Context: an optimization exercise on an open-source flow, tuned for small area and a short achievable clock period. The choices shown serve that exercise and are no tape-out recipe.
Function was checked by simulation only, so behaviour that the tests miss may differ from the original.
The clock port is modelled as an ideal driver; clocking choices that lean on that would not hold on a real chip.
Power and IR drop assume default switching activity.

==> config.mk <==
export PLATFORM = sky130hd
export DESIGN_NAME = Divider
export DESIGN_NICKNAME = Divider
export VERILOG_FILES = /design/flow/design.v
export SDC_FILE = /design/flow/constraint.sdc
export NUM_CORES = 4
export LEC_CHECK = 0
export CAP_MARGIN = 20
export CORE_MARGIN = 2
export CORE_UTILIZATION = 65
export CTS_BUF_LIST = sky130_fd_sc_hd__clkbuf_16
export CTS_CLUSTER_DIAMETER = 100
export CTS_CLUSTER_SIZE = 30
export PLACE_DENSITY = 0.75
export SETUP_SLACK_MARGIN = 1.45
export SLEW_MARGIN = 20
==> flow/rmroot.tcl <==
# remove the CTS root buffer: connect the clock port net straight to its loads
proc remove_clock_root {} {
  set block [ord::get_db_block]
  set cnet [$block findNet clock]
  set roots {}
  foreach it [$cnet getITerms] {
    set inst [$it getInst]
    if {[[$it getMTerm] getIoType] eq "INPUT"} { lappend roots $inst }
  }
  puts "clock port loads: [llength $roots]"
  foreach inst $roots {
    set onet ""
    foreach it [$inst getITerms] {
      if {[[$it getMTerm] getIoType] eq "OUTPUT"} { set onet [$it getNet] }
    }
    set sinks {}
    foreach it [$onet getITerms] {
      if {[[$it getMTerm] getIoType] eq "INPUT"} { lappend sinks $it }
    }
    puts "root [$inst getName] drives [llength $sinks]"
    foreach it $sinks { $it disconnect; $it connect $cnet }
    odb::dbInst_destroy $inst
    odb::dbNet_destroy $onet
  }
}

# split each buffer the clock port drives into two, each driving the half of
# its loads on one side, while the port drives at most max_loads pins
proc split_clock_level1 {max_loads} {
  set block [ord::get_db_block]
  set cnet [$block findNet clock]
  set bufs {}
  foreach it [$cnet getITerms] { lappend bufs [$it getInst] }
  set n [llength $bufs]
  foreach inst $bufs {
    if {$n >= $max_loads} { break }
    set master [$inst getMaster]
    set onet ""; set ain ""; set xout ""
    foreach it [$inst getITerms] {
      set io [[$it getMTerm] getIoType]
      if {$io eq "OUTPUT"} { set onet [$it getNet]; set xout [$it getMTerm] }
      if {$io eq "INPUT"} { set ain [$it getMTerm] }
    }
    set sinks {}
    foreach it [$onet getITerms] {
      if {[[$it getMTerm] getIoType] eq "INPUT"} {
        set bb [[$it getInst] getBBox]
        lappend sinks [list $it [expr {([$bb xMin]+[$bb xMax])/2}] [expr {([$bb yMin]+[$bb yMax])/2}]]
      }
    }
    if {[llength $sinks] < 2} { continue }
    set xs [lmap s $sinks {lindex $s 1}]; set ys [lmap s $sinks {lindex $s 2}]
    set dx [expr {[tcl::mathfunc::max {*}$xs] - [tcl::mathfunc::min {*}$xs]}]
    set dy [expr {[tcl::mathfunc::max {*}$ys] - [tcl::mathfunc::min {*}$ys]}]
    set k [expr {$dx >= $dy ? 1 : 2}]
    set sorted [lsort -integer -index $k $sinks]
    set h [expr {[llength $sorted] / 2}]
    set g1 [lrange $sorted 0 [expr {$h-1}]]
    set g2 [lrange $sorted $h end]
    set name "[$inst getName]_split"
    set ni [odb::dbInst_create $block $master $name]
    set nn [odb::dbNet_create $block "${name}_net"]
    $nn setSigType CLOCK
    [$ni findITerm [$ain getName]] connect $cnet
    [$ni findITerm [$xout getName]] connect $nn
    foreach s $g2 { set it [lindex $s 0]; $it disconnect; $it connect $nn }
    foreach {grp ii} [list $g1 $inst $g2 $ni] {
      set cx 0; set cy 0
      foreach s $grp { set cx [expr {$cx + [lindex $s 1]}]; set cy [expr {$cy + [lindex $s 2]}] }
      set cx [expr {$cx / [llength $grp]}]; set cy [expr {$cy / [llength $grp]}]
      $ii setLocation $cx $cy
      $ii setPlacementStatus PLACED
    }
    incr n
    puts "split [$inst getName]: [llength $g1] + [llength $g2]"
  }
}
==> design.v <==
module Register(s_in, r_in, d_in, s_out, r_out, d_out, clock);
parameter W = 8;
input  [15:0] s_in;
input  [7:0]  r_in;
input  [7:0]  d_in;
input         clock;
output reg [15:0] s_out;
output     [7:0]  r_out;
output reg [7:0]  d_out;
reg [W-1:0] r_q;
always @(posedge clock) begin
  s_out <= s_in;
  r_q   <= r_in[W-1:0];
  d_out <= d_in;
end
generate
  if (W < 8) begin : pad
    assign r_out = {{(8 - W){1'b0}}, r_q};
  end else begin : full
    assign r_out = r_q;
  end
endgenerate
endmodule
module Stage(s_in, r_in, nd, s_out, r_out);
parameter J = 9;
input  [15:0] s_in;
input  [7:0]  r_in;
input  [7:0]  nd;
output [15:0] s_out;
output [7:0]  r_out;
localparam WI = (J - 1 < 8) ? J - 1 : 8;
localparam WO = (J < 8) ? J : 8;
wire [7:0] rin_w = r_in & ((9'd1 << WI) - 9'd1);
wire [8:0] t     = {rin_w, s_in[15]};
wire [7:0] g0 = t[7:0] & nd;
wire [7:0] p0 = t[7:0] | nd;
wire [7:0] g1 = {g0[7] | p0[7] & g0[6], g0[6], g0[5] | p0[5] & g0[4], g0[4],
                 g0[3] | p0[3] & g0[2], g0[2], g0[1] | p0[1] & g0[0], g0[0]};
wire [7:0] p1 = {p0[7] & p0[6], p0[6], p0[5] & p0[4], p0[4],
                 p0[3] & p0[2], p0[2], p0[1] & p0[0], p0[0]};
wire [7:0] g2 = {g1[7] | p1[7] & g1[5], g1[6] | p1[6] & g1[5], g1[5], g1[4],
                 g1[3] | p1[3] & g1[1], g1[2] | p1[2] & g1[1], g1[1], g1[0]};
wire [7:0] p2 = {p1[7] & p1[5], p1[6] & p1[5], p1[5], p1[4],
                 p1[3] & p1[1], p1[2] & p1[1], p1[1], p1[0]};
wire [7:0] g3 = {g2[7:4] | p2[7:4] & {4{g2[3]}}, g2[3:0]};
wire [8:0] c  = {g3, 1'b0};
wire [7:0] x    = nd ^ c[7:0];
wire [7:0] sum  = t[7:0] ^ x;
wire       q    = t[8] | c[8];
wire [7:0] rn   = q ? sum : t[7:0];
assign s_out = {s_in[14:0], q};
assign r_out = rn & ((9'd1 << WO) - 9'd1);
endmodule
module Divider(divisor,dividend,quotient_final,remainder,clock);
input clock;
input [7:0] divisor;
input [15:0] dividend;
output [15:0] quotient_final;
output [22:0] remainder;
wire [15:0] s  [1:15];
wire [7:0]  r  [1:15];
wire [7:0]  d  [1:15];
wire [15:0] sn [1:15];
wire [7:0]  rn [1:15];
reg [15:0] s1;
reg [7:0]  d1;
always @(posedge clock) begin
  s1 <= dividend;
  d1 <= divisor;
end
assign s[1] = s1;
assign r[1] = 8'd0;
assign d[1] = 8'd0 - d1;
wire [15:0] sa;
wire [7:0]  ra;
Stage #(.J(1)) S1 (s[1], r[1], d[1], sa, ra);
Stage #(.J(2)) S2 (sa, ra, d[1], sn[1], rn[1]);
Register #(.W(2)) R2 (sn[1], rn[1], d[1], s[2], r[2], d[2], clock);
genvar k;
generate
  for (k = 2; k <= 14; k = k + 1) begin : st
    Stage #(.J(k + 1)) S (s[k], r[k], d[k], sn[k], rn[k]);
    Register #(.W((k + 1 < 8) ? k + 1 : 8)) R (sn[k], rn[k], d[k], s[k+1], r[k+1], d[k+1], clock);
  end
endgenerate
Stage #(.J(16)) S16 (s[15], r[15], d[15], sn[15], rn[15]);
wire z15 = (d[15] == 8'd0);
reg [15:0] qf;
reg [15:0] rf;
always @(posedge clock) begin
  qf <= sn[15] | {16{z15}};
  rf <= {sn[15][7:0] & {8{z15}}, rn[15]};
end
assign quotient_final = qf;
assign remainder = {7'd0, rf};
endmodule
==> flow/gen_stage.py <==
#!/usr/bin/env python3
"""Write a gate-level version of the Stage module (sky130hd cells) for the
layout flow. Reads the design (design.v, all modules of the RTL), replaces its
Stage module with one whose steps J >= 3 are sky130 cell netlists, and prints
the result. Steps 1 and 2 keep the RTL's own description.

Each netlist computes what rtl/Stage.v computes: t = {r_in, s_in[15]} (the
r_in bits above J-1 are zero for J <= 8), q = t[8] | carry(t[7:0] + nd),
r_out = q ? t[7:0] + nd : t[7:0], s_out = {s_in[14:0], q}, where the carries
come from a Sklansky prefix tree, q from one AOI gate, and each remainder bit
as t ^ (q & (nd ^ c)).
"""
import re
import os
import sys

MAXFAN = int(os.environ.get('GEN_MAXFAN', '4'))


class Net:
    def __init__(self, b):
        self.b = b
        self.cells = []
        self.wires = []
        self.n = 0
        self.memo = {}

    def wire(self):
        self.n += 1
        w = f"n{self.n}"
        self.wires.append(w)
        return w

    def cell(self, typ, out, **pins):
        self.n += 1
        name = f"g{self.n}"
        self.cells.append([typ, name, dict(pins), out])

    def clone_loaded(self, maxfan):
        """Give each gate output with more than maxfan loads a copy of its
        gate, and move half of the loads to the copy."""
        done = False
        while not done:
            done = True
            loads = {}
            for c in self.cells:
                for pin, net in c[2].items():
                    loads.setdefault(net, []).append((c, pin))
            for c in list(self.cells):
                typ, name, pins, (opin, onet) = c
                ld = loads.get(onet, [])
                if len(ld) <= maxfan or typ.startswith("inv"):
                    continue
                w = self.wire()
                self.n += 1
                self.cells.append([typ, f"g{self.n}", dict(pins), (opin, w)])
                for cc, pin in ld[len(ld) // 2:]:
                    cc[2][pin] = w
                done = False
                break

    def text(self):
        out = []
        for typ, name, pins, o in self.cells:
            conns = ", ".join(f".{p}({v})" for p, v in list(pins.items()) + [o])
            out.append(f"sky130_fd_sc_hd__{typ} {name} ({conns});")
        return out

    def gate(self, typ, outpin, **pins):
        w = self.wire()
        self.cell(typ, (outpin, w), **pins)
        return w


class Step:
    """Signals are keyed by name; avail[name] maps polarity (True = true
    value) to a net."""

    def __init__(self, J):
        self.J = J
        self.m = min(J, 8)
        self.N = Net(J)
        self.avail = {}

    def t(self, i):
        return "s_in[15]" if i == 0 else f"r_in[{i - 1}]"

    def nd(self, i):
        return f"nd[{i}]"

    def get(self, key, pol):
        a = self.avail.setdefault(key, {})
        if pol in a:
            return a[pol]
        if key[0] in "gp" and len(key) == 2:
            # bit generate / propagate straight from the flops
            kind, i = key
            if kind == "g":
                a[pol] = self.N.gate("and2_1" if pol else "nand2_1", "X" if pol else "Y",
                                     A=self.t(i), B=self.nd(i))
            else:
                a[pol] = self.N.gate("or2_1" if pol else "nor2_1", "X" if pol else "Y",
                                     A=self.t(i), B=self.nd(i))
            return a[pol]
        self.build(key)
        if pol in a:
            return a[pol]
        a[pol] = self.N.gate("inv_1", "Y", A=a[not pol])
        return a[pol]

    def has(self, key):
        return key in self.avail and self.avail[key]

    @staticmethod
    def split(i, j):
        h = (i ^ j).bit_length() - 1
        return (i >> h) << h

    def G(self, i, j):
        return ("G", i, j) if i != j else ("g", i)

    def P(self, i, j):
        return ("P", i, j) if i != j else ("p", i)

    def pref_pol(self, key):
        """The polarity a signal is (or will be) built in."""
        if len(key) == 2:
            return None
        if not self.has(key):
            self.build(key)
        a = self.avail[key]
        return next(iter(a))

    def build(self, key):
        kind, i, j = key
        mid = self.split(i, j)
        hi_g, hi_p, lo_g = self.G(i, mid), self.P(i, mid), self.G(mid - 1, j)
        if kind == "G":
            lp = self.pref_pol(lo_g)
            if lp is None:
                lp = False
            if lp is False:
                # inverted inputs: G = !((Ph' | Gl') & Gh')
                out = self.N.gate("o21ai_1", "Y", A1=self.get(hi_p, False),
                                  A2=self.get(lo_g, False), B1=self.get(hi_g, False))
                self.avail.setdefault(key, {})[True] = out
            else:
                out = self.N.gate("a21oi_1", "Y", A1=self.get(hi_p, True),
                                  A2=self.get(lo_g, True), B1=self.get(hi_g, True))
                self.avail.setdefault(key, {})[False] = out
        else:
            lo_p = self.P(mid - 1, j)
            lp = self.pref_pol(lo_p)
            hp = self.pref_pol(hi_p)
            pol = lp if lp is not None else (hp if hp is not None else False)
            if pol is False:
                out = self.N.gate("nor2_1", "Y", A=self.get(hi_p, False), B=self.get(lo_p, False))
                self.avail.setdefault(key, {})[True] = out
            else:
                out = self.N.gate("nand2_1", "Y", A=self.get(hi_p, True), B=self.get(lo_p, True))
                self.avail.setdefault(key, {})[False] = out

    def carry(self, i):
        """Carry into bit i of t[7:0] + nd (carry in 0), as a key."""
        return self.G(i - 1, 0)

    def emit(self):
        J, m, N = self.J, self.m, self.N
        # q
        if J >= 9:
            mid = self.split(7, 0)
            t8n = N.gate("inv_1", "Y", A="r_in[7]")
            q = N.gate("o211ai_2", "Y", A1=self.get(self.P(7, mid), False),
                       A2=self.get(self.G(mid - 1, 0), False),
                       B1=self.get(self.G(7, mid), False), C1=t8n)
        elif m == 8:
            q = self.get(self.G(7, 0), True)
        else:
            ups = [self.nd(i) for i in range(m, 8)]
            if len(ups) == 1:
                upn = N.gate("inv_1", "Y", A=ups[0])
            elif len(ups) <= 4:
                typ = {2: "nand2_1", 3: "nand3_1", 4: "nand4_1"}[len(ups)]
                upn = N.gate(typ, "Y", **dict(zip("ABCD", ups)))
            else:
                a = N.gate("and3_1", "X", A=ups[0], B=ups[1], C=ups[2])
                rest = [a] + ups[3:]
                typ = {2: "nand2_1", 3: "nand3_1", 4: "nand4_1"}[len(rest)]
                upn = N.gate(typ, "Y", **dict(zip("ABCD", rest)))
            q = N.gate("nor2_2", "Y", A=upn, B=self.get(self.G(m - 1, 0), False))
        lines = []
        # remainder bits: t ^ (q & (nd ^ c))
        for i in range(m):
            if i == 0:
                y = self.nd(0)
            else:
                c = self.carry(i)
                cp = self.pref_pol(c)
                if cp is None:
                    cp = False
                cn = self.get(c, cp)
                y = N.gate("xor2_1" if cp else "xnor2_1", "X" if cp else "Y", A=self.nd(i), B=cn)
            nn = N.gate("nand2_1", "Y", A=q, B=y)
            N.cell("xnor2_1", ("Y", f"r_out[{i}]"), A=self.t(i), B=nn)
        for i in range(m, 8):
            lines.append(f"assign r_out[{i}] = 1'b0;")
        lines.append(f"assign s_out = {{s_in[14:0], {q}}};")
        N.clone_loaded(MAXFAN)
        body = [f"wire {w};" for w in N.wires] + N.text() + lines
        return body


def stage_module(rtl_stage):
    out = ["module Stage(s_in, r_in, nd, s_out, r_out);",
           "parameter J = 9;",
           "input  [15:0] s_in;", "input  [7:0]  r_in;", "input  [7:0]  nd;",
           "output [15:0] s_out;", "output [7:0]  r_out;",
           "generate"]
    first = True
    for J in range(3, 17):
        out.append(f"{'if' if first else 'end else if'} (J == {J}) begin : j{J}")
        first = False
        out += ["  " + l for l in Step(J).emit()]
    out.append("end else begin : rtl")
    out.append(f"  Stage_rtl #(.J(J)) u (s_in, r_in, nd, s_out, r_out);")
    out.append("end")
    out.append("endgenerate")
    out.append("endmodule")
    rtl = re.sub(r"\bmodule\s+Stage\b", "module Stage_rtl", rtl_stage, count=1)
    return rtl + "\n" + "\n".join(out) + "\n"


def main():
    src = open(sys.argv[1]).read()
    m = re.search(r"\bmodule\s+Stage\b.*?\bendmodule\b", src, re.S)
    assert m, "no Stage module"
    rest = src[:m.start()] + src[m.end():]
    sys.stdout.write(rest + "\n" + stage_module(m.group(0)))


if __name__ == "__main__":
    main()
==> flow/run.sh <==
#!/bin/bash
# The standard ORFS layout with these changes:
# - the divider steps 3..16 go to synthesis as sky130 gate netlists, which
#   flow/gen_stage.py writes from design.v (it replaces the Stage module; the
#   registers and everything else stay as in the RTL);
# - synthesis: Yosys's full-adder extraction is off (ADDER_MAP_FILE empty),
#   and ABC maps the remaining logic for delay with flow/abc_speed.script;
# - clock tree: right after TritonCTS, its root buffer (which only drives the
#   two first-level buffers) is removed and each first-level buffer is split
#   in two, so the clock port drives four buffers (flow/rmroot.tcl).
# ORFS's scripts are copied here and only those points differ.
set -euo pipefail
rm -rf scripts_local
cp -r "$FLOW_HOME/scripts" scripts_local
cp flow/abc_speed.script scripts_local/abc_speed.script
cp flow/rmroot.tcl scripts_local/rmroot.tcl
python3 - <<'PY'
p = "scripts_local/cts.tcl"
s = open(p).read()
anchor = "log_cmd clock_tree_synthesis {*}$cts_args\n"
assert anchor in s
s = s.replace(anchor, anchor + "source $::env(SCRIPTS_DIR)/rmroot.tcl\nremove_clock_root\nsplit_clock_level1 4\n")
open(p, "w").write(s)
PY
python3 flow/gen_stage.py design.v > mapped.v 2> gen_stage.log
bash standard.sh ADDER_MAP_FILE= BUFFER_PORTS_ARGS="-buffer_cell sky130_fd_sc_hd__buf_1" SCRIPTS_DIR="$PWD/scripts_local" VERILOG_FILES="$PWD/mapped.v" finish > flow_make.log 2>&1
==> standard.sh <==
#!/bin/bash
# synth_recipe.tcl (not shown) runs the flow's synth.tcl, then flattens the netlist and writes it again
# the make line also repeats each setting of config.mk as NAME=value (left out here)
make -C /OpenROAD-flow-scripts/flow DESIGN_CONFIG=/design/flow/config.mk WORK_HOME=/design/flow/orfs CLKGATE_MAP_FILE= SYNTH_SCRIPT=/design/flow/synth_recipe.tcl "${@:-finish}"
==> constraint.sdc <==
create_clock -name core_clock -period 3.0 [get_ports {clock}]
set_input_delay 0.6000 -clock core_clock [delete_from_list [all_inputs] [get_ports {clock}]]
set_output_delay 0.6000 -clock core_clock [all_outputs]
set_load 0.01 [all_outputs]
==> flow/abc_speed.script <==
strash
dch
map -D 900
topo
stime -c
buffer -c
upsize -c
dnsize -c
==> impl_metrics.py, run 1 <==
metrics = {
    "setup_path": {
        "cp_cell_sequence": "nor2_1 -> o21ai_2 -> a21oi_2 -> o21ai_1 -> xor2_1 -> nand2_1 -> xnor2_1",
        "regToRegEndpoint": "st[13].R.r_q[5]",
        "worst-path-max-fanout": 4,
        "required_time_of_the_critical_path_ps": 3240,
        "critPathSlowestCell": "sky130_fd_sc_hd__dfxtp_1",
        "critical_path_buf_inv_count": 0,
        "timing.critical_path.to_type": "flop",
        "worst-r2r-setup-slack_ps": 1480,
        "cp.arrival_ps": 1760,
        "critical_path.top_delay_family": "compound AO/OA/AOI/OAI gates",
        "critical_path_class": "flop to flop",
        "rr_startpoint": "st[12].R.d_out[3]",
        "timing.critical_path.from_type": "flop",
        "reg2reg_depth": 7,
        "crit_path_max_cell_delay_ps": 360,
    },
    "synth": {
        "synth.ff_latch_count": 483,
        "syn_area_per_cell_um2": 10.7,
        "synth-seq-area-share_pct": 67.1,
        "async_reset_ff_share_pct": 0,
        "synth.distinct_cells": 26,
        "synthesis.area_um2": 14400,
        "yosysTopAreaCellShare_pct": 67.1,
        "synth_area_leader": "sky130_fd_sc_hd__dfxtp_1",
        "synth_flop_cell": "sky130_fd_sc_hd__dfxtp_1",
        "dominant_cells_by_area_after_synthesis": "sky130_fd_sc_hd__dfxtp_1 (67%), sky130_fd_sc_hd__xnor2_1 (8.3%), sky130_fd_sc_hd__nand2_1 (6.0%), sky130_fd_sc_hd__nor2_1 (3.7%), sky130_fd_sc_hd__o21ai_1 (3.2%)",
        "yosys.cell_count.top_type": "sky130_fd_sc_hd__dfxtp_1",
        "yosysWarnings": 8,
        "netlist_top_cells_count": "sky130_fd_sc_hd__dfxtp_1 (483), sky130_fd_sc_hd__nand2_1 (232), sky130_fd_sc_hd__nor2_1 (141)",
        "syn_inst": 1345,
        "synth_enable_flop_cells": 0,
    },
    "route": {
        "number_of_design_rule_violations_left_by_the_first_detailed_router_iteration": 234,
        "avgViaCountPerCell": 4.82,
        "drc_errors": 0,
        "route.detailed.wl_per_inst_um": 11.7,
        "routed_wl_um": 20000,
        "detailedRoute.firstPassIterationCount": 4,
        "vias": 8279,
        "ant_nets": 0,
    },
    "final_layout": {
        "layout.filler_cells": 1443,
        "total_inserted_antenna_cells": 0,
        "post_layout_nonfiller_instances": 1717,
        "sequential_cell_area_um2": 9730,
        "multi_input_area_um2": 5010,
        "drive_gt1_share_pct": 14.7,
        "flow.area_growth_from_synthesis_pct": 12.6,
        "final_nets": 1462,
    },
    "die": {
        "count_of_boundary_i_o_pins": 64,
        "start_util_pct": 66.2,
        "die_w_um": 153,
        "core_area_um2": 21800,
        "die_area_um2": 23400,
        "dieHeight_um": 153,
        "num_rows": 54,
    },
    "global_route": {
        "maximum_number_of_pins_on_one_net_before_global_route_repair": 31,
        "grt_first_pass_wirelength_um": 31800,
        "globalRouteOverflowTotal": 0,
        "gr-usage-all-layers_pct": 16.3,
        "antenna_violations_before_repair": 0,
        "grt_pass1_vias": 7629,
    },
    "run_status": {
        "status": "complete, no violations",
    },
    "placement": {
        "gpl.final_weighted_congestion": 0.799,
        "io_buffers": 56,
        "post_dp_hpwl_um": 13800,
        "numPlacedInstances": 1678,
    },
    "clock_network": {
        "clkSlewWorstSetupHoldPaths_ps": 110,
        "cts_buffer_count": 20,
        "ctsHoldBuffers": 0,
        "clock_network_latency_to_the_later_pin_of_the_worst_skew_pair_ps": 320,
        "cts_num_sinks": 483,
        "cts_tree": "yes",
    },
    "timing": {
        "setup-violations-final": 0,
        "hold_viol_final": 0,
        "grt_setup_unrepaired": "yes",
        "fmax_mhz": 660,
        "fin_tns_setup_ps": 0,
        "timing.final.crit_share_pct": 50.5,
        "clock-skew-final_ps": 27.4,
        "post-route-min-period_ps": 1520,
        "final_max_slew_viol_count": 0,
    },
    "power_and_ir_drop": {
        "max-vdd-ir-drop_v": 0.000518,
        "fin_total_pwr_uw": 15700,
        "cellLeakagePower_uw": 0.00669,
        "power_density_nw_per_um2": 966,
    },
    "flow_run": {
        "timing.max_cap.violations": 0,
    },
    "min_path": {
        "worst_hold_path_type": "flop to flop",
        "hold_path_depth": 0,
        "min-delay-start": "st[7].R.s_out[12]",
        "min_delay_worst_endpoint": "st[8].R.s_out[13]",
    },
}
==> flip-flops by register name (all words and copies together), names as in the netlist <==
name,count
qf,16
R2.d_out,8
s1,16
st.R.r_q,89
rf,16
R2.s_out,16
st.R.s_out,208
st.R.d_out,104
R2.r_q,2
d1,8
==> layout make-up, without the clock buffers <==
type                    instances  area share [%]
flip-flops and latches        483            60.0
multi-input cells             803            30.9
well taps                     280            2.16
repair buffers                 72            2.04
inverters                      56            1.30
plain buffers                   2           0.309
clock inverters                 1           0.185
==> layout by cell type (no fill, tap or decap), types with 5 or more instances in the layout <==
cell,Yosys,final
sky130_fd_sc_hd__and2_1,25,25
sky130_fd_sc_hd__buf_4,7,16
sky130_fd_sc_hd__nor2_2,9,22
sky130_fd_sc_hd__xnor2_1,137,135
sky130_fd_sc_hd__dfxtp_1,483,436
sky130_fd_sc_hd__nor2_4,0,5
sky130_fd_sc_hd__nand2_1,232,222
sky130_fd_sc_hd__clkbuf_16,0,22
sky130_fd_sc_hd__nor2_1,141,123
sky130_fd_sc_hd__o21ai_4,0,12
sky130_fd_sc_hd__o211ai_2,16,9
sky130_fd_sc_hd__nand2_2,3,13
sky130_fd_sc_hd__conb_1,1,7
sky130_fd_sc_hd__or2_1,24,24
sky130_fd_sc_hd__buf_1,0,56
sky130_fd_sc_hd__a21oi_2,0,24
sky130_fd_sc_hd__inv_1,56,53
sky130_fd_sc_hd__o21ai_2,0,19
sky130_fd_sc_hd__a21oi_4,0,5
sky130_fd_sc_hd__xor2_1,47,47
sky130_fd_sc_hd__dfxtp_2,0,46
sky130_fd_sc_hd__o21ai_1,92,61
sky130_fd_sc_hd__o211ai_4,0,7
sky130_fd_sc_hd__a21oi_1,57,28
==> where the power goes <==
group | internal, uW | switching (uW)
clock network | 1350 | 1720
registers | 7550 | 718
logic | 1970 | 2360
total | 10900 | 4800
==> cell families after synthesis <==
kind of cell	Yosys count	share of synthesized area, %
flops	483	67.1
compound gates	168	6.84
buf+inv	65	1.88
other cells	1	0.0260
simple gates	444	12.9
xor+xnor	184	11.2
==> timing repair <==
item	4_1_cts	5_1_grt
gates cloned	0	0
pin swaps	5	37
gates resized for setup	25	145
buffers inserted	1	15
setup endpoints to repair	107	95
==> per-stage QoR <==
step / utilization (%) / area (um2) / setup slack, ps / hold slack, ps
finish: 74.5 / 16200 / 1480 / 316
global route: 74.5 / 16200 / 1360 / 326
CTS: 71.8 / 15600 / 1440 / 318
detailed placement: 68.6 / 14900 / 1270 / 312
global placement: 68.6 / 14900 / 1250 / 309
floorplan: - / 14400 / 1620 / 310
==> per-layer routing <==
| metal | wire (um) | track usage (%) | up-vias |
|---|---|---|---|
| met5 | 0 | 0 | - |
| li1 | - | - | 4377 |
| met4 | 592 | 6.39 | 0 |
| met2 | 10700 | 32.6 | 127 |
| met1 | 8090 | 16.4 | 3728 |
| met3 | 615 | 3.23 | 47 |
==> worst max-delay path by stage <==
stage / start / slack (ps) / endpoint / cells after the start
6_report: st[12].R.d_out[3] / 1480 / st[13].R.r_q[5] / 7
4_1_cts: st[4].R.s_out[15] / 1440 / st[5].R.r_q[0] / 8
2_1_floorplan: st[5].R.d_out[1] / 1620 / st[6].R.r_q[3] / 8
3_5_place_dp: st[5].R.d_out[1] / 1270 / st[6].R.r_q[1] / 8
5_1_grt: st[12].R.d_out[3] / 1360 / st[13].R.r_q[5] / 7
3_3_place_gp: st[5].R.d_out[0] / 1250 / st[6].R.r_q[0] / 8
==> inputs of run 2 (changes only) <==
--- a/config.mk
+++ b/config.mk
@@ -8,5 +8,5 @@
 export CAP_MARGIN = 20
 export CORE_MARGIN = 2
-export CORE_UTILIZATION = 65
+export CORE_UTILIZATION = 60
 export CTS_BUF_LIST = sky130_fd_sc_hd__clkbuf_16
 export CTS_CLUSTER_DIAMETER = 100
==> run 2 against run 1 <==
Synthesized area is the same. Critical path depth is the same. Clock power is essentially flat. Clock skew grew 3.9 ps. Critical path type unchanged. Largest power group unchanged.
==> impl_metrics.py, run 2 <==
metrics = {
    "power_and_ir_drop": {
        "max-vdd-ir-drop_v": 0.000782,
        "switching_portion_of_total_power_pct": 30.5,
        "power_density_nw_per_um2": 961,
        "share_comb_of_total_power_pct": 27.3,
        "cellInternalPower_uw": 10800,
        "power_frac_clock_pct": 19.8,
        "fin_total_pwr_uw": 15600,
        "cellLeakagePower_uw": 0.00668,
        "sequential_share_of_power_pct": 52.9,
        "net_switching_power_uw": 4760,
    },
    "timing": {
        "grt_setup_unrepaired": "yes",
        "timing.final.crit_share_pct": 49.1,
        "setup-violations-final": 0,
        "fin_tns_setup_ps": 0,
        "final_max_slew_viol_count": 0,
        "hold_viol_final": 0,
        "whs_ps": 316,
        "post-route-min-period_ps": 1470,
        "fmax_mhz": 679,
        "clock-skew-final_ps": 31.2,
    },
    "final_layout": {
        "stdcell_area_um2": 16200,
        "final_nets": 1462,
        "max_reg_flops": 208,
        "layout.filler_cells": 1718,
        "flow.area_growth_from_synthesis_pct": 12.6,
        "drive_gt1_share_pct": 14.9,
        "total_inserted_antenna_cells": 0,
        "largest_registers": "st.R.s_out: 208 flops, st.R.d_out: 104 flops, st.R.r_q: 89 flops",
        "mostFrequentLayoutCells": "sky130_fd_sc_hd__dfxtp_1 (438), sky130_fd_sc_hd__nand2_1 (219), sky130_fd_sc_hd__xnor2_1 (134)",
        "final_common_cell": "sky130_fd_sc_hd__dfxtp_1",
        "largest_register": "st.R.s_out",
        "final_core_utilization_pct": 68.9,
    },
    "placement": {
        "post_dp_cell_area_um2": 15000,
        "post_dp_hpwl_um": 13600,
        "gpl.final_weighted_congestion": 0.854,
        "io_buffers": 56,
    },
    "synth": {
        "yosysTopAreaCellShare_pct": 67.1,
        "synth-seq-area-share_pct": 67.1,
        "dominant_cells_by_area_after_synthesis": "sky130_fd_sc_hd__dfxtp_1 (67%), sky130_fd_sc_hd__xnor2_1 (8.3%), sky130_fd_sc_hd__nand2_1 (6.0%), sky130_fd_sc_hd__nor2_1 (3.7%), sky130_fd_sc_hd__o21ai_1 (3.2%)",
        "synth_area_leader": "sky130_fd_sc_hd__dfxtp_1",
        "yosysWarnings": 8,
        "syn_inst": 1345,
        "netlist_top_cells_count": "sky130_fd_sc_hd__dfxtp_1 (483), sky130_fd_sc_hd__nand2_1 (232), sky130_fd_sc_hd__nor2_1 (141)",
        "syn_area_per_cell_um2": 10.7,
        "synth.distinct_cells": 26,
        "synth_enable_flop_cells": 0,
        "yosys.cell_count.top_type": "sky130_fd_sc_hd__dfxtp_1",
        "async_reset_ff_share_pct": 0,
        "synth.ff_latch_count": 483,
        "synthesis.area_um2": 14400,
        "synth_flop_cell": "sky130_fd_sc_hd__dfxtp_1",
    },
    "global_route": {
        "globalRouteOverflowTotal": 0,
        "antenna_violations_before_repair": 0,
        "grt_pass1_vias": 7884,
        "grt_first_pass_wirelength_um": 32600,
        "gr-usage-all-layers_pct": 15.3,
        "maximum_number_of_pins_on_one_net_before_global_route_repair": 31,
    },
    "die": {
        "core_area_um2": 23500,
        "start_util_pct": 61.2,
        "die_w_um": 159,
        "num_rows": 56,
        "count_of_boundary_i_o_pins": 64,
        "die_area_um2": 25300,
        "dieHeight_um": 159,
    },
    "run_status": {
        "status": "complete, no violations",
    },
    "route": {
        "number_of_design_rule_violations_left_by_the_first_detailed_router_iteration": 386,
        "detailedRoute.firstPassIterationCount": 4,
        "route.detailed.wl_per_inst_um": 11.5,
        "vias": 8227,
        "drc_errors": 0,
        "avgViaCountPerCell": 4.69,
        "ant_nets": 0,
        "routed_wl_um": 20100,
    },
    "setup_path": {
        "cp.arrival_ps": 1720,
        "required_time_of_the_critical_path_ps": 3240,
        "critPathSlowestCell": "sky130_fd_sc_hd__dfxtp_1",
        "cp_num_cells": 7,
        "critical_path_class": "flop to flop",
        "critical_path_buf_inv_count": 0,
        "timing.critical_path.to_type": "flop",
        "cp_cell_sequence": "nand2_1 -> o21ai_4 -> a21oi_2 -> o21ai_1 -> xor2_1 -> nand2_1 -> xnor2_1",
        "worst-path-max-fanout": 4,
        "crit_path_max_cell_delay_ps": 360,
        "worst_path_most_repeated_cell": "sky130_fd_sc_hd__nand2_1",
        "critical_path.top_delay_family": "compound AO/OA/AOI/OAI gates",
        "reg2reg_depth": 7,
        "timing.critical_path.from_type": "flop",
    },
    "clock_network": {
        "clkSlewWorstSetupHoldPaths_ps": 110,
        "ctsHoldBuffers": 0,
        "cts_buffer_count": 20,
        "cts_tree": "yes",
        "clock_network_latency_to_the_later_pin_of_the_worst_skew_pair_ps": 320,
        "cts_num_sinks": 483,
    },
    "flow_run": {
        "timing.max_cap.violations": 0,
    },
    "min_path": {
        "hold_path_depth": 0,
        "worst_hold_path_type": "flop to flop",
    },
}
## run 2: worst paths after layout
check                    startpoint                 to  slack [ps]
setup reg to reg  st[13].R.d_out[0]    st[14].R.r_q[6]        1530
setup / recovery  st[13].R.d_out[0]    st[14].R.r_q[6]        1530
hold / removal    st[11].R.s_out[4]  st[12].R.s_out[5]         320
hold reg to reg   st[11].R.s_out[4]  st[12].R.s_out[5]         320
## run 2: repair_timing
action	in CTS	in global routing
setup buffers	4	12
pin swaps	9	38
resized for setup	27	140
endpoints found under the setup margin	103	101
## run 2: kinds of logic after synthesis
logic type	after synthesis	share of synthesized area, %
AND/OR/NAND/NOR	444	12.9
flip-flops	483	67.1
other	1	0.0260
AO/OA/AOI/OAI	168	6.84
XOR/XNOR	184	11.2
buffers and inverters	65	1.88
## run 2: worst reg2reg max path: stages (launching register included)
cell                      delay [ps]
sky130_fd_sc_hd__dfxtp_1         360
sky130_fd_sc_hd__nand2_1         130
sky130_fd_sc_hd__o21ai_4         240
sky130_fd_sc_hd__a21oi_2         110
sky130_fd_sc_hd__o21ai_1         180
sky130_fd_sc_hd__xor2_1          160
sky130_fd_sc_hd__nand2_1          80
sky130_fd_sc_hd__xnor2_1         130
## run 2: power by group through the flow
stage,combinational (uW),clock [uW],sequential [uW]
after floorplan,3090,0,8270
after global placement,3620,0,8350
after detailed placement,3760,0,8380
after CTS,3870,3190,8230
after global routing,4740,3410,8400
final,4260,3080,8250
## run 2: per-stage QoR
step	worst slack [ps]	cells
detailed placement	1210	1717
global route	1400	1756
finish	1530	1756
CTS	1450	1744
global placement	1280	1717
floorplan	1620	1351
## run 2: final cells by class, without the clock buffers
type	count	area, um2	share of cell area, %
Multi-Input combinational cell	803	4980	30.7
Buffer	2	50.0	0.308
Inverter	56	210	1.30
Timing Repair Buffer	72	330	2.04
Tap cell	319	399	2.46
Clock inverter	1	30.0	0.185
Sequential cell	483	9730	59.9
## run 2: routing by layer
layer	up-vias	part of all wire, %	global-route usage [%]
met5	-	0	0
met4	0	3.3	7.23
met3	41	3.0	2.40
met2	122	54	30.9
met1	3684	39	15.2
li1	4380	-	-
==> inputs of run 3 (changes only) <==
--- a/config.mk
+++ b/config.mk
@@ -15,2 +15,3 @@
 export SETUP_SLACK_MARGIN = 1.45
 export SLEW_MARGIN = 20
+export TNS_END_PERCENT = 0
==> run 3 against run 2 <==
Critical path depth shrank 1. Clock power is essentially flat. Cell count shrank 0.11%. Setup slack lost 52 ps. Sequential power is essentially flat. Synthesized area is the same. Largest power group unchanged.
==> impl_metrics.py, run 3 <==
metrics = {
    "run_status": {
        "status": "complete, no violations",
    },
    "setup_path": {
        "critical_path.top_delay_family": "compound AO/OA/AOI/OAI gates",
        "reg2reg_depth": 6,
        "required_time_of_the_critical_path_ps": 3240,
        "worst_path_most_repeated_cell": "sky130_fd_sc_hd__nand2_1",
        "worst-path-max-fanout": 5,
        "critPathSlowestCell": "sky130_fd_sc_hd__dfxtp_1",
        "critical_path_class": "flop to flop",
        "cp_num_cells": 6,
        "crit_path_max_cell_delay_ps": 360,
        "timing.critical_path.from_type": "flop",
        "critical_path_buf_inv_count": 0,
        "timing.critical_path.to_type": "flop",
        "cp.arrival_ps": 1770,
        "cp_cell_sequence": "nand2_1 -> o21ai_4 -> a21oi_2 -> o211ai_2 -> nand2_1 -> xnor2_1",
    },
    "power_and_ir_drop": {
        "fin_total_pwr_uw": 15600,
        "cellInternalPower_uw": 10800,
        "power_frac_clock_pct": 19.8,
        "power_density_nw_per_um2": 965,
        "net_switching_power_uw": 4760,
        "max-vdd-ir-drop_v": 0.000783,
        "sequential_share_of_power_pct": 52.9,
        "switching_portion_of_total_power_pct": 30.6,
        "share_comb_of_total_power_pct": 27.3,
        "cellLeakagePower_uw": 0.00667,
    },
    "final_layout": {
        "max_reg_flops": 208,
        "mostFrequentLayoutCells": "sky130_fd_sc_hd__dfxtp_1 (445), sky130_fd_sc_hd__nand2_1 (220), sky130_fd_sc_hd__nor2_1 (133), sky130_fd_sc_hd__xnor2_1 (133), sky130_fd_sc_hd__o21ai_1 (66)",
        "largest_register": "st.R.s_out",
        "drive_gt1_share_pct": 13.0,
        "final_common_cell": "sky130_fd_sc_hd__dfxtp_1",
        "post_layout_nonfiller_instances": 1754,
        "total_inserted_antenna_cells": 0,
        "largest_registers": "st.R.s_out: 208 flops, st.R.d_out: 104 flops, st.R.r_q: 89 flops",
        "final_nets": 1460,
        "flow.area_growth_from_synthesis_pct": 12.1,
    },
    "timing": {
        "fmax_mhz": 656,
        "clock-skew-final_ps": 30.5,
        "hold_viol_final": 0,
        "timing.final.crit_share_pct": 50.8,
        "fin_tns_setup_ps": 0,
        "final_max_slew_viol_count": 0,
        "grt_setup_unrepaired": "yes",
        "setup-violations-final": 0,
        "whs_ps": 316,
        "post-route-min-period_ps": 1520,
    },
    "global_route": {
        "globalRouteOverflowTotal": 0,
        "antenna_violations_before_repair": 0,
        "maximum_number_of_pins_on_one_net_before_global_route_repair": 31,
        "grt_pass1_vias": 7815,
        "grt_first_pass_wirelength_um": 32200,
        "gr-usage-all-layers_pct": 15.2,
    },
    "synth": {
        "synth-seq-area-share_pct": 67.1,
        "synth_enable_flop_cells": 0,
        "async_reset_ff_share_pct": 0,
        "dominant_cells_by_area_after_synthesis": "sky130_fd_sc_hd__dfxtp_1 (67%), sky130_fd_sc_hd__xnor2_1 (8.3%), sky130_fd_sc_hd__nand2_1 (6.0%), sky130_fd_sc_hd__nor2_1 (3.7%), sky130_fd_sc_hd__o21ai_1 (3.2%)",
        "yosysWarnings": 8,
        "syn_inst": 1345,
        "netlist_top_cells_count": "sky130_fd_sc_hd__dfxtp_1 (483), sky130_fd_sc_hd__nand2_1 (232), sky130_fd_sc_hd__nor2_1 (141)",
        "synthesis.area_um2": 14400,
        "syn_area_per_cell_um2": 10.7,
        "synth.ff_latch_count": 483,
        "synth.distinct_cells": 26,
        "synth_area_leader": "sky130_fd_sc_hd__dfxtp_1",
        "synth_flop_cell": "sky130_fd_sc_hd__dfxtp_1",
        "yosys.cell_count.top_type": "sky130_fd_sc_hd__dfxtp_1",
        "yosysTopAreaCellShare_pct": 67.1,
    },
    "clock_network": {
        "cts_buffer_count": 20,
        "ctsHoldBuffers": 0,
        "cts_num_sinks": 483,
        "clock_network_latency_to_the_later_pin_of_the_worst_skew_pair_ps": 320,
        "cts_tree": "yes",
        "clkSlewWorstSetupHoldPaths_ps": 100,
    },
    "min_path": {
        "worst_hold_path_type": "flop to flop",
        "hold_path_depth": 0,
    },
    "route": {
        "avgViaCountPerCell": 4.67,
        "met3WireLength_um": 593,
        "route.layer.met1.wl_um": 7890,
        "vias": 8191,
        "routed_wl_um": 19800,
        "top_signal_layer_used": "met4",
        "drc_errors": 0,
        "number_of_design_rule_violations_left_by_the_first_detailed_router_iteration": 381,
        "wl_met2_um": 10600,
        "route.detailed.wl_per_inst_um": 11.3,
        "detailedRoute.firstPassIterationCount": 4,
        "ant_nets": 0,
    },
    "die": {
        "dieHeight_um": 159,
        "die_area_um2": 25300,
        "count_of_boundary_i_o_pins": 64,
        "start_util_pct": 61.2,
        "die_w_um": 159,
        "core_area_um2": 23500,
        "num_rows": 56,
    },
    "flow_run": {
        "timing.max_cap.violations": 0,
    },
    "placement": {
        "numPlacedInstances": 1717,
        "gpl.final_weighted_congestion": 0.854,
        "io_buffers": 56,
        "post_dp_hpwl_um": 13600,
    },
}
==> run 3: cell types whose count changed in the layout (fill, tap and decap cells not counted), sizes merged <==
cell / before / now
buf: 72 / 70
==> run 3: logic make-up (layout without fill, tap and decap cells) <==
| group | count (synthesis) | after routing | share of synthesized area (%) |
|---|---|---|---|
| other cells | 1 | 7 | 0.0260 |
| compound gates | 168 | 168 | 6.84 |
| simple gates | 444 | 444 | 12.9 |
| xor+xnor | 184 | 184 | 11.2 |
| buf+inv | 65 | 149 | 1.88 |
| flops | 483 | 483 | 67.1 |
==> run 3: per-stage QoR <==
| step | utilization [%] | cell area, um2 | worst slack (ps) |
|---|---|---|---|
| 2_1_floorplan | - | 14400 | 1620 |
| 3_3_place_gp | 63.6 | 15000 | 1280 |
| 6_report | 68.6 | 16100 | 1480 |
| 4_1_cts | 66.2 | 15600 | 1340 |
| 5_1_grt | 68.6 | 16100 | 1380 |
| 3_5_place_dp | 63.6 | 15000 | 1210 |
==> run 3: power by group through the flow <==
stage / sequential [uW] / clock (uW) / combinational, uW
floorplan: 8270 / 0 / 3090
global placement: 8350 / 0 / 3620
detailed placement: 8380 / 0 / 3760
CTS: 8230 / 3190 / 3800
global route: 8390 / 3410 / 4740
finish: 8240 / 3090 / 4260
==> run 3: final timing paths <==
path,from,endpoint,slack (ps)
max,st[11].R.d_out[0],st[12].R.r_q[1],1480
min,st[11].R.s_out[4],st[12].R.s_out[5],320
min reg2reg,st[11].R.s_out[4],st[12].R.s_out[5],320
max reg2reg,st[11].R.d_out[0],st[12].R.r_q[1],1480
==> run 3: what timing repair did <==
action	CTS	global route
pin swaps	3	37
buffers inserted	1	13
setup endpoints to repair	103	123
resized for setup	6	134
==> run 3: cell type report, without the clock buffers <==
| cell class | instances | area, um2 |
|---|---|---|
| fill | 1738 | 7390 |
| multi-input combinational | 803 | 4930 |
| tap | 319 | 399 |
| clock inverter | 1 | 30.0 |
| buffer | 2 | 50.0 |
| timing repair buffer | 70 | 315 |
| sequential | 483 | 9720 |
| inverter | 56 | 210 |
==> run 3: per-layer routing <==
metal / track usage (%) / vias to the layer above
met4: 7.31 / 0
met5: 0 / -
li1: - / 4374
met1: 15.0 / 3666
met2: 30.4 / 108
met3: 2.40 / 43
==> inputs of run 4 (changes only) <==
--- a/config.mk
+++ b/config.mk
@@ -15,3 +15,3 @@
 export SETUP_SLACK_MARGIN = 1.45
 export SLEW_MARGIN = 20
-export TNS_END_PERCENT = 0
+export TNS_END_PERCENT = 20
==> run 4 against run 3 <==
Still clean on timing, DRC and antenna. Total power is 0.96% lower. Sequential share of layout area is 0.40 points higher. Final area is 0.86% lower. Register-to-register slack hardly changed. Sequential cell count stayed put. Critical path depth stayed put. Cell count is 0.11% lower. Worst hold slack better by 1.1 ps. Sequential power hardly changed. Die area stayed put. Setup slack better by 6.4 ps. Global-route usage is 0.11 points higher. Critical endpoint is now st[14].R.r_q[0].
==> impl_metrics.py, run 4 <==
metrics = {
    "run_status": {
        "status": "complete, no violations",
    },
    "synth": {
        "synth.ff_latch_count": 483,
        "dominant_cells_by_area_after_synthesis": "sky130_fd_sc_hd__dfxtp_1 (67%), sky130_fd_sc_hd__xnor2_1 (8.3%), sky130_fd_sc_hd__nand2_1 (6.0%), sky130_fd_sc_hd__nor2_1 (3.7%), sky130_fd_sc_hd__o21ai_1 (3.2%)",
        "synth_area_leader": "sky130_fd_sc_hd__dfxtp_1",
        "async_reset_ff_share_pct": 0,
        "synthesis.area_um2": 14400,
        "synthAdderAreaFrac_pct": 0,
        "synth_enable_flop_cells": 0,
        "muxShareOfSynthArea_pct": 0,
        "netlist_top_cells_count": "sky130_fd_sc_hd__dfxtp_1 (483), sky130_fd_sc_hd__nand2_1 (232), sky130_fd_sc_hd__nor2_1 (141)",
        "synth.distinct_cells": 26,
        "yosysTopAreaCellShare_pct": 67.1,
        "synth-seq-area-share_pct": 67.1,
        "yosysWarnings": 8,
        "synth_compound_area_share_pct": 6.84,
        "syn_area_per_cell_um2": 10.7,
        "synth_flop_cell": "sky130_fd_sc_hd__dfxtp_1",
        "yosys.area_share.xor_xnor_pct": 11.2,
        "post_synth_and_or_nand_nor_area_fraction_pct": 12.9,
        "syn_inst": 1345,
        "dominant_combinational_cell_family_by_area_after_synthesis": "simple AND/OR/NAND/NOR gates",
        "yosys.cell_count.top_type": "sky130_fd_sc_hd__dfxtp_1",
    },
    "route": {
        "avgViaCountPerCell": 4.66,
        "detailedRoute.firstPassIterationCount": 4,
        "vias": 8173,
        "top_signal_layer_used": "met4",
        "drc_errors": 0,
        "routed_wl_um": 19800,
        "number_of_design_rule_violations_left_by_the_first_detailed_router_iteration": 327,
        "route.layer.met1.wl_um": 7860,
        "met3WireLength_um": 600,
        "route.detailed.wl_per_inst_um": 11.3,
        "ant_nets": 0,
        "wl_met2_um": 10700,
    },
    "setup_path": {
        "timing.critical_path.from_type": "flop",
        "critical_path.top_delay_family": "compound AO/OA/AOI/OAI gates",
        "cp.arrival_ps": 1750,
        "worst-path-max-fanout": 6,
        "critical_path_class": "flop to flop",
        "required_time_of_the_critical_path_ps": 3230,
        "critPathSlowestCell": "sky130_fd_sc_hd__dfxtp_1",
        "worst_path_most_repeated_cell": "sky130_fd_sc_hd__nand2_1",
        "timing.critical_path.to_type": "flop",
        "critical_path_buf_inv_count": 0,
        "cp_cell_sequence": "nand2_1 -> o21ai_1 -> a21oi_2 -> o211ai_4 -> nand2_1 -> xnor2_1",
        "crit_path_max_cell_delay_ps": 420,
    },
    "final_layout": {
        "final_common_cell": "sky130_fd_sc_hd__dfxtp_1",
        "total_inserted_antenna_cells": 0,
        "mostFrequentLayoutCells": "sky130_fd_sc_hd__dfxtp_1 (461), sky130_fd_sc_hd__nand2_1 (228), sky130_fd_sc_hd__xnor2_1 (136)",
        "max_reg_flops": 208,
        "sequential_cell_area_um2": 9700,
        "multi_input_area_um2": 4820,
        "layout.filler_cells": 1759,
        "largest_register": "st.R.s_out",
        "largest_registers": "st.R.s_out: 208 flops, st.R.d_out: 104 flops, st.R.r_q: 89 flops",
        "drive_gt1_share_pct": 10.5,
        "final_nets": 1458,
        "flow.area_growth_from_synthesis_pct": 11.1,
    },
    "power_and_ir_drop": {
        "cellLeakagePower_uw": 0.00663,
        "power_density_nw_per_um2": 964,
        "share_comb_of_total_power_pct": 26.7,
        "net_switching_power_uw": 4670,
        "max-vdd-ir-drop_v": 0.000783,
        "cellInternalPower_uw": 10800,
        "power_frac_clock_pct": 20.0,
        "switching_portion_of_total_power_pct": 30.3,
        "fin_total_pwr_uw": 15400,
        "sequential_share_of_power_pct": 53.3,
    },
    "die": {
        "count_of_boundary_i_o_pins": 64,
        "num_rows": 56,
        "core_area_um2": 23500,
        "dieHeight_um": 159,
        "die_area_um2": 25300,
        "start_util_pct": 61.2,
        "die_w_um": 159,
    },
    "placement": {
        "post_dp_hpwl_um": 13600,
        "io_buffers": 56,
        "gpl.final_weighted_congestion": 0.854,
    },
    "clock_network": {
        "cts_num_sinks": 483,
        "clkSlewWorstSetupHoldPaths_ps": 110,
        "ctsHoldBuffers": 0,
        "cts_tree": "yes",
        "cts_buffer_count": 20,
        "clock_network_latency_to_the_later_pin_of_the_worst_skew_pair_ps": 320,
    },
    "timing": {
        "clock-skew-final_ps": 31.1,
        "fmax_mhz": 659,
        "whs_ps": 317,
        "timing.final.crit_share_pct": 50.6,
        "final_max_slew_viol_count": 0,
        "hold_viol_final": 0,
        "setup-violations-final": 0,
        "fin_tns_setup_ps": 0,
        "post-route-min-period_ps": 1520,
        "grt_setup_unrepaired": "yes",
    },
    "flow_run": {
        "timing.max_cap.violations": 0,
    },
    "global_route": {
        "antenna_violations_before_repair": 0,
        "grt_pass1_vias": 7857,
        "grt_first_pass_wirelength_um": 32400,
        "globalRouteOverflowTotal": 0,
        "maximum_number_of_pins_on_one_net_before_global_route_repair": 31,
        "gr-usage-all-layers_pct": 15.3,
    },
    "min_path": {
        "worst_hold_path_type": "flop to flop",
    },
}
-- run 4: cell counts after synthesis --
Identical to the previous run, type by type.
-- run 4: cell type report, without the clock buffers --
class	instances	area share, %
plain buffers	2	0.313
flip-flops and latches	483	60.6
repair buffers	68	1.88
clock inverters	1	0.188
multi-input cells	803	30.1
inverters	56	1.31
well taps	319	2.49
-- run 4: power groups by stage --
stage                     clock [uW]  sequential [uW]  combinational (uW)
after detailed placement           0             8380                3760
after CTS                       3190             8230                3850
after global placement             0             8350                3620
after global routing            3410             8380                4600
final                           3080             8230                4120
after floorplan                    0             8270                3090
-- run 4: timing repair --
item / 4_1_cts / 5_1_grt
endpoints found under the hold margin: 0 / 0
gates cloned: 0 / 0
resized for setup: 17 / 84
buffers inserted: 4 / 8
setup endpoints to repair: 103 / 122
pin swaps: 8 / 25
-- run 4: logic make-up (layout without fill, tap and decap cells) --
family,after synthesis,in the layout
compound gates,168,168
xor+xnor,184,184
buf+inv,65,147
flops,483,483
other cells,1,7
simple gates,444,444
-- run 4: layer usage --
| metal | global-route usage (%) | vias up |
|---|---|---|
| li1 | - | 4369 |
| met5 | 0 | - |
| met4 | 7.23 | 0 |
| met2 | 30.8 | 113 |
| met3 | 2.40 | 43 |
| met1 | 15.1 | 3648 |
-- run 4: path summary, 6_finish.rpt --
check                    start                 to  cells after the start  slack (ps)
min          st[11].R.s_out[4]  st[12].R.s_out[5]                      0         320
max reg2reg  st[13].R.d_out[2]    st[14].R.r_q[0]                      6        1480
max          st[13].R.d_out[2]    st[14].R.r_q[0]                      6        1480
min reg2reg  st[11].R.s_out[4]  st[12].R.s_out[5]                      0         320
-- run 4: stage by stage --
| step | setup WS, ps | instance area, um2 | instances | util [%] |
|---|---|---|---|---|
| 6_report | 1480 | 16000 | 1752 | 68.0 |
| 5_1_grt | 1350 | 16000 | 1752 | 68.0 |
| 3_3_place_gp | 1280 | 15000 | 1717 | 63.6 |
| 3_5_place_dp | 1210 | 15000 | 1717 | 63.6 |
| 2_1_floorplan | 1620 | 14400 | 1351 | - |
| 4_1_cts | 1360 | 15700 | 1744 | 66.5 |
==> inputs of run 5 (changes only) <==
--- a/config.mk
+++ b/config.mk
@@ -7,4 +7,5 @@
 export LEC_CHECK = 0
 export CAP_MARGIN = 20
+export CORE_ASPECT_RATIO = 0.5
 export CORE_MARGIN = 2
 export CORE_UTILIZATION = 60
@@ -15,3 +16,2 @@
 export SETUP_SLACK_MARGIN = 1.45
 export SLEW_MARGIN = 20
-export TNS_END_PERCENT = 20
==> run 5 against run 4 <==
Sequential cell count unchanged. Critical endpoint is now st[13].R.r_q[7]. Sequential power increased by 0.6%. Critical path type unchanged. Wire length is 0.60% higher. Maximum frequency up 2.2%. Final area is 1.1% higher. Clock skew up 19 ps. Synthesized area unchanged.
==> impl_metrics.py, run 5 <==
metrics = {
    "run_status": {
        "status": "complete, no violations",
    },
    "synth": {
        "yosysWarnings": 8,
        "yosysTopAreaCellShare_pct": 67.1,
        "synthesis.area_um2": 14400,
        "synth_flop_cell": "sky130_fd_sc_hd__dfxtp_1",
        "yosys.cell_count.top_type": "sky130_fd_sc_hd__dfxtp_1",
        "synth.distinct_cells": 26,
        "synth-seq-area-share_pct": 67.1,
        "synth.ff_latch_count": 483,
        "async_reset_ff_share_pct": 0,
        "syn_inst": 1345,
        "syn_area_per_cell_um2": 10.7,
        "dominant_cells_by_area_after_synthesis": "sky130_fd_sc_hd__dfxtp_1 (67%), sky130_fd_sc_hd__xnor2_1 (8.3%), sky130_fd_sc_hd__nand2_1 (6.0%), sky130_fd_sc_hd__nor2_1 (3.7%), sky130_fd_sc_hd__o21ai_1 (3.2%)",
        "netlist_top_cells_count": "sky130_fd_sc_hd__dfxtp_1 (483), sky130_fd_sc_hd__nand2_1 (232), sky130_fd_sc_hd__nor2_1 (141)",
        "synth_enable_flop_cells": 0,
        "synth_area_leader": "sky130_fd_sc_hd__dfxtp_1",
    },
    "setup_path": {
        "critical_path_class": "flop to flop",
        "critical_path.top_delay_family": "compound AO/OA/AOI/OAI gates",
        "worst-path-max-fanout": 4,
        "worst-r2r-setup-slack_ps": 1510,
        "regToRegEndpoint": "st[13].R.r_q[7]",
        "cp.arrival_ps": 1720,
        "crit_path_max_cell_delay_ps": 360,
        "required_time_of_the_critical_path_ps": 3230,
        "timing.critical_path.to_type": "flop",
        "critPathSlowestCell": "sky130_fd_sc_hd__dfxtp_1",
        "timing.critical_path.from_type": "flop",
        "cp_cell_sequence": "nand2_1 -> o21ai_4 -> a21oi_2 -> o21ai_2 -> xor2_1 -> nand2_1 -> xnor2_1",
        "rr_startpoint": "st[12].R.d_out[0]",
        "worst_path_most_repeated_cell": "sky130_fd_sc_hd__nand2_1",
        "critical_path_buf_inv_count": 0,
        "critical_path.startpoint": "st[12].R.d_out[0]",
        "reg2reg_depth": 7,
    },
    "timing": {
        "fmax_mhz": 673,
        "clock-skew-final_ps": 50.5,
        "setup-violations-final": 0,
        "timing.final.crit_share_pct": 49.5,
        "post-route-min-period_ps": 1490,
        "fin_tns_setup_ps": 0,
        "final_max_slew_viol_count": 0,
        "hold_viol_final": 0,
        "final.setup.worst_slack_ps": 1510,
        "grt_setup_unrepaired": "yes",
        "worst_slew_margin_relative_to_its_limit_pct": 63.1,
        "max_slew.worst_pin.slew_ps": 549,
    },
    "global_route": {
        "globalRouteOverflowTotal": 0,
        "maximum_number_of_pins_on_one_net_before_global_route_repair": 31,
        "antenna_violations_before_repair": 0,
        "gr-usage-all-layers_pct": 14.8,
        "grt_pass1_vias": 7698,
        "grt_first_pass_wirelength_um": 31100,
    },
    "power_and_ir_drop": {
        "power_frac_clock_pct": 19.9,
        "max-vdd-ir-drop_v": 0.000419,
        "power_density_nw_per_um2": 961,
        "net_switching_power_uw": 4750,
        "sequential_share_of_power_pct": 53.2,
        "share_comb_of_total_power_pct": 26.9,
        "cellInternalPower_uw": 10800,
        "fin_total_pwr_uw": 15600,
        "switching_portion_of_total_power_pct": 30.5,
        "cellLeakagePower_uw": 0.00666,
    },
    "min_path": {
        "hold_path_depth": 0,
        "min_delay_worst_endpoint": "st[3].R.s_out[3]",
        "worst_hold_path_type": "flop to flop",
        "min-delay-start": "st[2].R.s_out[2]",
    },
    "placement": {
        "post_dp_cell_area_um2": 15000,
        "dp_worst_slack_ps": 1240,
        "io_buffers": 56,
        "post_dp_hpwl_um": 13500,
        "gpl.final_weighted_congestion": 0.802,
    },
    "clock_network": {
        "cts_num_sinks": 483,
        "clkSlewWorstSetupHoldPaths_ps": 110,
        "cts_tree": "yes",
        "ctsHoldBuffers": 0,
        "cts_buffer_count": 20,
        "clock_network_latency_to_the_later_pin_of_the_worst_skew_pair_ps": 340,
    },
    "final_layout": {
        "mostFrequentLayoutCells": "sky130_fd_sc_hd__dfxtp_1 (427), sky130_fd_sc_hd__nand2_1 (221), sky130_fd_sc_hd__xnor2_1 (136)",
        "drive_gt1_share_pct": 15.0,
        "max_reg_flops": 208,
        "final_common_cell": "sky130_fd_sc_hd__dfxtp_1",
        "final_core_utilization_pct": 68.1,
        "final_nets": 1461,
        "largest_registers": "st.R.s_out: 208 flops, st.R.d_out: 104 flops, st.R.r_q: 89 flops",
        "stdcell_area_um2": 16200,
        "largest_register": "st.R.s_out",
        "total_inserted_antenna_cells": 0,
        "flow.area_growth_from_synthesis_pct": 12.4,
    },
    "route": {
        "number_of_design_rule_violations_left_by_the_first_detailed_router_iteration": 419,
        "route.detailed.wl_per_inst_um": 11.4,
        "met3WireLength_um": 684,
        "vias": 8425,
        "ant_nets": 0,
        "routed_wl_um": 20000,
        "drc_errors": 0,
        "detailedRoute.firstPassIterationCount": 4,
        "avgViaCountPerCell": 4.81,
        "wl_met2_um": 10800,
        "route.layer.met1.wl_um": 7830,
        "top_signal_layer_used": "met4",
    },
    "die": {
        "start_util_pct": 60.6,
        "die_w_um": 223,
        "die_area_um2": 25300,
        "dieHeight_um": 114,
        "num_rows": 40,
        "core_area_um2": 23800,
        "count_of_boundary_i_o_pins": 64,
    },
    "flow_run": {
        "timing.max_cap.violations": 0,
    },
}
run 5: metrics by stage:
| step | std cells | hold WS [ps] |
|---|---|---|
| floorplan | 1351 | 310 |
| detailed placement | 1713 | 312 |
| CTS | 1738 | 284 |
| global route | 1751 | 285 |
| finish | 1751 | 287 |
| global placement | 1713 | 310 |
run 5: worst max path at each step:
| stage | depth (start not counted) | slack, ps | end |
|---|---|---|---|
| floorplan | 8 | 1620 | st[6].R.r_q[3] |
| global placement | 6 | 1380 | rf[0] |
| detailed placement | 6 | 1240 | rf[1] |
| CTS | 7 | 1450 | st[9].R.r_q[7] |
| global route | 7 | 1400 | st[13].R.r_q[7] |
| finish | 7 | 1510 | st[13].R.r_q[7] |
run 5: final cells by class, without the clock buffers:
type	count	area [um2]
clock inverters	1	30.0
repair buffers	70	315
flip-flops and latches	483	9750
fillers	1700	7580
inverters	56	210
multi-input cells	804	4940
well taps	315	394
plain buffers	2	50.0
run 5: power by group through the flow:
stage | Combinational [uW] | Clock [uW] | Sequential [uW]
2_1_floorplan | 3090 | 0 | 8270
3_3_place_gp | 3550 | 0 | 8340
3_5_place_dp | 3740 | 0 | 8390
4_1_cts | 3830 | 3210 | 8240
5_1_grt | 4640 | 3440 | 8420
6_report | 4190 | 3090 | 8280
run 5: what timing repair did:
item / in CTS / in global routing
pin swaps: 5 / 41
setup buffers: 2 / 12
endpoints found under the setup margin: 104 / 113
cloned: 0 / 1
gates resized for setup: 24 / 147
run 5: worst register-to-register path, delay by kind of cell, from the launching register on:
family,cells,cell delay (ps)
simple gates,2,200
flops,1,360
compound gates,3,520
xor+xnor,2,290
run 5: cell families (layout without fill, tap and decap cells):
group                     count (synthesis)  count (layout)  synth area share, %
AOI/OAI and AO/OA                       168             168                 6.84
xor gates and xnor gates                184             184                 11.2
and+or+nand+nor                         444             445                 12.9
other                                     1               7               0.0260
DFF                                     483             483                 67.1
buffers and inverters                    65             149                 1.88
run 5: per-layer routing:
metal	GRT usage [%]	vias up
li1	-	4385
met4	7.11	0
met2	29.9	125
met1	14.5	3863
met5	0	-
met3	2.89	52
==> inputs of run 6 (changes only) <==
--- a/config.mk
+++ b/config.mk
@@ -7,5 +7,5 @@
 export LEC_CHECK = 0
 export CAP_MARGIN = 20
-export CORE_ASPECT_RATIO = 0.5
+export CORE_ASPECT_RATIO = 2.0
 export CORE_MARGIN = 2
 export CORE_UTILIZATION = 60
==> run 6 against run 5 <==
Sequential cell count did not move. Register-to-register slack got worse by 70 ps. First-iteration DRC count fell by 35%. Synthesized area did not move. Critical path depth rose by 1. Cell count fell by 1.0%. Total power rose by 3.5%. Global-route usage rose by 2.5 points. Setup slack got worse by 70 ps. Wire length rose by 14%. Largest cell class unchanged. Largest power group unchanged. Highest routed layer unchanged.
==> impl_metrics.py, run 6 <==
metrics = {
    "power_and_ir_drop": {
        "power_density_nw_per_um2": 978,
        "net_switching_power_uw": 5120,
        "fin_total_pwr_uw": 16100,
        "cellInternalPower_uw": 11000,
        "switching_portion_of_total_power_pct": 31.8,
        "cellLeakagePower_uw": 0.00676,
        "power_frac_clock_pct": 19.3,
        "sequential_share_of_power_pct": 51.4,
        "share_comb_of_total_power_pct": 29.3,
        "max-vdd-ir-drop_v": 0.000767,
    },
    "global_route": {
        "globalRouteOverflowTotal": 0,
        "antenna_violations_before_repair": 0,
        "grt_first_pass_wirelength_um": 35200,
        "grt_pass1_vias": 8364,
        "maximum_number_of_pins_on_one_net_before_global_route_repair": 31,
        "gr-usage-all-layers_pct": 17.3,
    },
    "setup_path": {
        "worst-path-max-fanout": 3,
        "critical_path_class": "flop to flop",
        "timing.critical_path.to_type": "flop",
        "timing.critical_path.from_type": "flop",
        "required_time_of_the_critical_path_ps": 3250,
        "cp.arrival_ps": 1810,
    },
    "synth": {
        "synth-seq-area-share_pct": 67.1,
        "yosys.cell_count.top_type": "sky130_fd_sc_hd__dfxtp_1",
        "synth.distinct_cells": 26,
        "synth_enable_flop_cells": 0,
        "async_reset_ff_share_pct": 0,
        "syn_area_per_cell_um2": 10.7,
        "netlist_top_cells_count": "sky130_fd_sc_hd__dfxtp_1 (483), sky130_fd_sc_hd__nand2_1 (232), sky130_fd_sc_hd__nor2_1 (141)",
        "synth_area_leader": "sky130_fd_sc_hd__dfxtp_1",
        "dominant_cells_by_area_after_synthesis": "sky130_fd_sc_hd__dfxtp_1 (67%), sky130_fd_sc_hd__xnor2_1 (8.3%), sky130_fd_sc_hd__nand2_1 (6.0%), sky130_fd_sc_hd__nor2_1 (3.7%), sky130_fd_sc_hd__o21ai_1 (3.2%)",
        "yosysTopAreaCellShare_pct": 67.1,
        "yosysWarnings": 8,
        "synth_flop_cell": "sky130_fd_sc_hd__dfxtp_1",
        "synth.ff_latch_count": 483,
        "syn_inst": 1345,
        "synthesis.area_um2": 14400,
    },
    "placement": {
        "gpl.final_weighted_congestion": 0.813,
        "post_dp_hpwl_um": 16100,
        "post_dp_cell_area_um2": 14900,
        "io_buffers": 56,
    },
    "die": {
        "die_w_um": 114,
        "dieHeight_um": 223,
        "start_util_pct": 60.7,
        "num_rows": 80,
        "die_area_um2": 25300,
        "count_of_boundary_i_o_pins": 64,
        "core_area_um2": 23700,
    },
    "route": {
        "number_of_design_rule_violations_left_by_the_first_detailed_router_iteration": 272,
        "route.detailed.wl_per_inst_um": 13.1,
        "avgViaCountPerCell": 4.94,
        "ant_nets": 0,
        "detailedRoute.firstPassIterationCount": 4,
        "routed_wl_um": 22700,
        "drc_errors": 0,
        "vias": 8553,
    },
    "timing": {
        "post-route-min-period_ps": 1560,
        "fmax_mhz": 643,
        "setup-violations-final": 0,
        "final_max_slew_viol_count": 0,
        "worst_slew_margin_relative_to_its_limit_pct": 61.2,
        "grt_setup_unrepaired": "yes",
        "timing.final.crit_share_pct": 51.8,
        "clock-skew-final_ps": 35.6,
        "whs_ps": 304,
        "hold_viol_final": 0,
        "max_slew.worst_pin.slew_ps": 577,
        "fin_tns_setup_ps": 0,
    },
    "final_layout": {
        "stdcell_area_um2": 16500,
        "multi_input_area_um2": 5160,
        "total_inserted_antenna_cells": 0,
        "largest_registers": "st.R.s_out: 208 flops, st.R.d_out: 104 flops, st.R.r_q: 89 flops",
        "sequential_cell_area_um2": 9760,
        "layout.filler_cells": 1778,
        "final_nets": 1471,
        "mostFrequentLayoutCells": "sky130_fd_sc_hd__dfxtp_1 (421), sky130_fd_sc_hd__nand2_1 (221), sky130_fd_sc_hd__xnor2_1 (136)",
        "drive_gt1_share_pct": 17.9,
        "max_reg_flops": 208,
        "final_common_cell": "sky130_fd_sc_hd__dfxtp_1",
        "largest_register": "st.R.s_out",
        "flow.area_growth_from_synthesis_pct": 14.3,
    },
    "clock_network": {
        "cts_buffer_count": 20,
        "ctsHoldBuffers": 0,
        "clkSlewWorstSetupHoldPaths_ps": 110,
        "cts_tree": "yes",
        "clock_network_latency_to_the_later_pin_of_the_worst_skew_pair_ps": 330,
        "cts_num_sinks": 483,
    },
    "run_status": {
        "status": "complete, no violations",
    },
    "flow_run": {
        "timing.max_cap.violations": 0,
    },
    "min_path": {
        "worst_hold_path_type": "flop to flop",
    },
}
-- run 6: cell counts after synthesis --
No cell type changed its count.
-- run 6: through the flow --
step                      instances  util, %  setup slack (ps)
after global placement         1685     63.0              1180
after detailed placement       1685     63.0              1140
final                          1733     69.4              1440
after global routing           1733     69.4              1300
after floorplan                1351        -              1620
after CTS                      1722     67.0              1430
-- run 6: layout make-up, without the clock buffers --
type / instances / share of cell area (%)
Buffer: 2 / 0.304
Clock inverter: 1 / 0.182
Inverter: 56 / 1.28
Multi-Input combinational cell: 803 / 31.3
Sequential cell: 483 / 59.3
Tap cell: 287 / 2.18
Timing Repair Buffer: 81 / 2.44
-- run 6: power by group through the flow --
stage          Sequential [uW]  Clock [uW]  Combinational, uW
6_report                  8280        3100               4730
5_1_grt                   8420        3420               5160
4_1_cts                   8240        3200               4200
3_5_place_dp              8390           0               3900
3_3_place_gp              8340           0               3760
2_1_floorplan             8270           0               3090
-- run 6: layer usage --
layer | global-route usage [%] | share of wire [%] | vias to the layer above
li1 | - | - | 4386
met1 | 12.4 | 29 | 3986
met2 | 39.3 | 63 | 120
met3 | 2.47 | 2.4 | 61
met4 | 8.14 | 5.0 | 0
met5 | 0 | 0 | -
-- run 6: kinds of logic after synthesis --
kind of cell              count (synthesis)  share of synthesized area, %
xor gates and xnor gates                184                          11.2
other                                     1                        0.0260
buffers and inverters                    65                          1.88
and+or+nand+nor                         444                          12.9
DFF                                     483                          67.1
AOI/OAI and AO/OA                       168                          6.84
-- run 6: repair_timing --
item / CTS / global route
buffers inserted: 14 / 11
pin swaps: 27 / 32
setup endpoints to repair: 120 / 98
gates resized for setup: 62 / 164
-- run 6: worst max-delay path, cell delays in order, from the launching register on --
cell                      delay, ps
sky130_fd_sc_hd__dfxtp_2        350
sky130_fd_sc_hd__nor2_2         160
sky130_fd_sc_hd__o21ai_4        110
sky130_fd_sc_hd__buf_4          140
sky130_fd_sc_hd__buf_4          130
sky130_fd_sc_hd__a21oi_1        220
sky130_fd_sc_hd__xnor2_1        170
sky130_fd_sc_hd__nand2_1         90
sky130_fd_sc_hd__xnor2_1        120
-- run 6: final timing paths --
check	start	endpoint	slack [ps]	depth (start not counted)
worst max register to register	st[10].R.r_q[0]	st[11].R.r_q[3]	1440	8
worst min-delay path	st[6].R.s_out[0]	st[7].R.s_out[1]	300	0
worst max-delay path	st[10].R.r_q[0]	st[11].R.r_q[3]	1440	8
worst min register to register	st[6].R.s_out[0]	st[7].R.s_out[1]	300	0

Setup slack of run 6, layout unchanged: 1.445 ns with ideal ports, 1.445 ns with driving cells assumed (clock clkbuf_16, inputs buf_2), 1.445 ns with port delays also shifted by the 0.416 ns mid clock arrival.
